This is an optimization exercise on Yosys and OpenROAD, whose aim is small area and a short achievable clock period, not a production implementation.
Where RTL was checked, it was by simulation tests only, not by an equivalence proof against the original.
Power is estimated from default activity; no workload was simulated.

Setup of run 1:
// GameModeEazy
module GameModeEazy(
input wire clk,
input wire rst,
input wire load,
input wire [63:0] load_board,
input wire [3:0]btn,
input wire [3:0]mode,
output wire [63:0] num,
output wire [15:0] judge
    );
Settings: LEC_CHECK=0, CAP_MARGIN=20, CORE_MARGIN=2, CORE_UTILIZATION=30, GPL_ROUTABILITY_DRIVEN=1, SLEW_MARGIN=20; clock period 28.0 ns.
standard.sh (not shown) runs the stock make flow with config.mk's settings and CLKGATE_MAP_FILE= SYNTH_SCRIPT=/design/flow/synth_recipe.tcl, a recipe that flattens the netlist after the stock synthesis.
==> flow/flow/run.sh <==
#!/bin/bash
# The standard layout (standard.sh: the standard synthesis and ORFS
# flow, unchanged), with these flow settings changed:
#  - SETUP_SLACK_MARGIN: the timing repair steps aim for a setup slack
#    margin well above zero, so the layout is optimised for speed rather
#    than only for the (loose) clock period; the SDC is the design's own;
#  - CORE_UTILIZATION=42: a smaller core, for shorter wires;
#  - REMOVE_ABC_BUFFERS=1: the buffers from synthesis are removed at
#    floorplan and the resizer buffers the netlist afresh;
#  - every input and output port still gets a buffer, but a buf_1 cell
#    rather than the resizer's default pick (a slow delay buffer); the
#    timing repair may upsize it.
# The full tool output goes to standard.log in this folder.
set -uo pipefail
bash standard.sh SETUP_SLACK_MARGIN=20.3 CORE_UTILIZATION=42 REMOVE_ABC_BUFFERS=1 \
  "BUFFER_PORTS_ARGS=-buffer_cell sky130_fd_sc_hd__buf_1" finish > standard.log 2>&1
Input-level comparison between run 2 and run 1:
-- flow/flow/run.sh --
<<< run 1, line 4
#  - SETUP_SLACK_MARGIN: the timing repair steps aim for a setup slack
>>> run 2, line 4
#  - SETUP_SLACK_MARGIN=20: the timing repair steps aim for a setup slack
<<< run 1, line 8
#  - REMOVE_ABC_BUFFERS=1: the buffers from synthesis are removed at
#    floorplan and the resizer buffers the netlist afresh;
>>> run 2, line 8
<<< run 1, line 15
bash standard.sh SETUP_SLACK_MARGIN=20.3 CORE_UTILIZATION=42 REMOVE_ABC_BUFFERS=1 \
>>> run 2, line 13
bash standard.sh SETUP_SLACK_MARGIN=20 CORE_UTILIZATION=42 \
Results
Run 2 reached the final stage; the timing, design-rule and antenna checks on its layout passed.
On routed wire length, the higher figure sits with run 1, not run 2.
Run 1 leaves more setup margin than run 2.
Against run 1, via density per instance in run 2 fell slightly.
Re met3 usage: run 2 is 4.1 points down on run 1.
Cell count: run 2 lower than run 1
Final cell area: run 2 below run 1
For run 1, the highest-delay cell along the critical path was sky130_fd_sc_hd__dfxtp_1, unlike run 2, where it was sky130_fd_sc_hd__dfxtp_2.
On global-route usage, the lower figure sits with run 2, not run 1.
Re share of the clock period used by the worst path: run 1 was lower than run 2.
What run 3 does differently from run 2 at the input level:
-- flow/flow/run.sh --
<<< run 2, line 4
#  - SETUP_SLACK_MARGIN=20: the timing repair steps aim for a setup slack
>>> run 3, line 4
#  - SETUP_SLACK_MARGIN: the timing repair steps aim for a setup slack
<<< run 2, line 7
#  - CORE_UTILIZATION=42: a smaller core, for shorter wires;
>>> run 3, line 7
#  - CORE_UTILIZATION=36: a smaller core, for shorter wires;
#  - REMOVE_ABC_BUFFERS=1: the buffers from synthesis are removed at
#    floorplan and the resizer buffers the netlist afresh;
<<< run 2, line 13
bash standard.sh SETUP_SLACK_MARGIN=20 CORE_UTILIZATION=42 \
>>> run 3, line 15
bash standard.sh SETUP_SLACK_MARGIN=20.3 CORE_UTILIZATION=36 REMOVE_ABC_BUFFERS=1 \
==> results.txt <==
Run 3 vs run 2 — non-clock buffer count climbed by a little under 10%
Run 3 completed end to end with timing, DRC and antenna clean.
Run 3 against run 2: sequential cell count of the final layout essentially unchanged, part of the total power dissipated in the clock network decreased 0.5 points.
Edits applied to the flow inputs when going from run 3 to run 4:
-- flow/flow/run.sh --
<<< run 3, line 4
#  - SETUP_SLACK_MARGIN: the timing repair steps aim for a setup slack
>>> run 4, line 4
#  - SETUP_SLACK_MARGIN=20: the timing repair steps aim for a setup slack
<<< run 3, line 7
#  - CORE_UTILIZATION=36: a smaller core, for shorter wires;
#  - REMOVE_ABC_BUFFERS=1: the buffers from synthesis are removed at
#    floorplan and the resizer buffers the netlist afresh;
>>> run 4, line 7
#  - CORE_UTILIZATION=42: a smaller core, for shorter wires;
<<< run 3, line 15
bash standard.sh SETUP_SLACK_MARGIN=20.3 CORE_UTILIZATION=36 REMOVE_ABC_BUFFERS=1 \
>>> run 4, line 13
bash standard.sh SETUP_SLACK_MARGIN=21 CORE_UTILIZATION=42 REMOVE_ABC_BUFFERS=1 \
Notes after the runs:
Of run 4 and run 3, run 3 shows the lower initial cell density of the core, with run 4 above it.
In the flow results for run 4 and run 3, the minimum hold slack is larger on run 3.
Delta (run 4 minus run 3): standard cell core area went down; initial antenna violation count went up.

========
Setup of Q:
GameModeEazy, a different RTL version from the one above (not shown whole).
For scale: about 2900 cells after synthesis, roughly 66 flip-flops, ~160 I/O pins, ~0.019 mm² of cells after synthesis.
// GameModeEazy
module GameModeEazy(
input wire clk,
input wire rst,
input wire load,
input wire [63:0] load_board,
input wire [3:0]btn,
input wire [3:0]mode,
output wire [63:0] num,
output wire [15:0] judge
    );
clock: 28.0 ns
lec_check: 0
cap_margin: 20
core_margin: 2
core_utilization: 30
gpl_routability_driven: 1
slew_margin: 20
==> flow/flow/run.sh <==
#!/bin/bash
# The standard layout (standard.sh, unchanged synthesis), with two
# settings changed:
#  - the timing repair steps aim for a setup slack margin well above zero,
#    so the layout is optimised for speed rather than only for the loose
#    clock period;
#  - the port buffers that every input and output gets are buf_2 cells
#    rather than the resizer's default pick (a slow delay buffer).
# The full tool output goes to standard.log in this folder.
set -uo pipefail
bash standard.sh SETUP_SLACK_MARGIN=20 "BUFFER_PORTS_ARGS=-buffer_cell sky130_fd_sc_hd__buf_2" finish > standard.log 2>&1
### Q -> P
--- a/flow/flow/run.sh
+++ b/flow/flow/run.sh
@@ -11 +11 @@
-bash standard.sh SETUP_SLACK_MARGIN=20 "BUFFER_PORTS_ARGS=-buffer_cell sky130_fd_sc_hd__buf_2" finish > standard.log 2>&1
+bash standard.sh SETUP_SLACK_MARGIN=20 CORE_UTILIZATION=42 "BUFFER_PORTS_ARGS=-buffer_cell sky130_fd_sc_hd__buf_2" finish > standard.log 2>&1
## What came out
Q → P: register-to-register slack has decreased, worst IR drop on VDD has increased, largest net degree at the start of global routing has increased, number of cell rows has decreased.
Any difference in sequential share of layout area between Q and P is small enough to ignore.
Compared with Q, P shows a critical path depth that is 4 higher.
Comparing Q and P, growth of design area from synthesis to finish is lower on P.
Of Q and P, the lower post-DP HPWL belongs to P.
Between P and Q, the final total power does not differ in any meaningful way.
Function was not checked in any run of this note: the RTL went through the layout flow alone.

==> what the ideal ports hide <==
The results above use ideal ports. As a check the final layouts listed here were re-extracted and re-timed, cells and wires unchanged. Step 1, drivers: a clkbuf_16 drives clk and a buf_2 each remaining input, both assumed. Step 2 times the ports against the registers' clock, not the clock port: input delays grow and output delays shrink by t, the midpoint of the rising clock arrivals with the driver on. Three values: ideal, step 1, step 2; two values: the first two.
| run | t (ns) | setup slack, ns | clock arrival spread, ns | worst register clock-pin slew, ns | worst slew at a driven data input, ns |
|---|---|---|---|---|---|
| run 1 | 0.456 | 20.283 / 20.226 / 19.935 | 0.015 / 0.015 | 0.07 / 0.07 | 0.05 |
| run 2 | 0.464 | 19.980 / 19.923 / 19.575 | 0.011 / 0.011 | 0.07 / 0.07 | 0.04 |
| run 3 | 0.449 | 20.325 / 20.272 / 19.937 | 0.011 / 0.011 | 0.07 / 0.07 | 0.04 |
| run 4 | 0.457 | 20.562 / 20.599 / 20.142 | 0.011 / 0.012 | 0.07 / 0.07 | 0.05 |
| Q | 0.468 | 19.869 / 19.807 / 19.526 | 0.019 / 0.019 | 0.08 / 0.08 | 0.04 |
| P | 0.466 | 19.815 / 19.839 / 19.373 | 0.023 / 0.022 | 0.08 / 0.08 | 0.06 |
After both steps setup and hold are still met in every run listed. For P, which loses most, drivers alone change the setup slack by +0.024 ns; drivers and shift together by -0.442 ns.
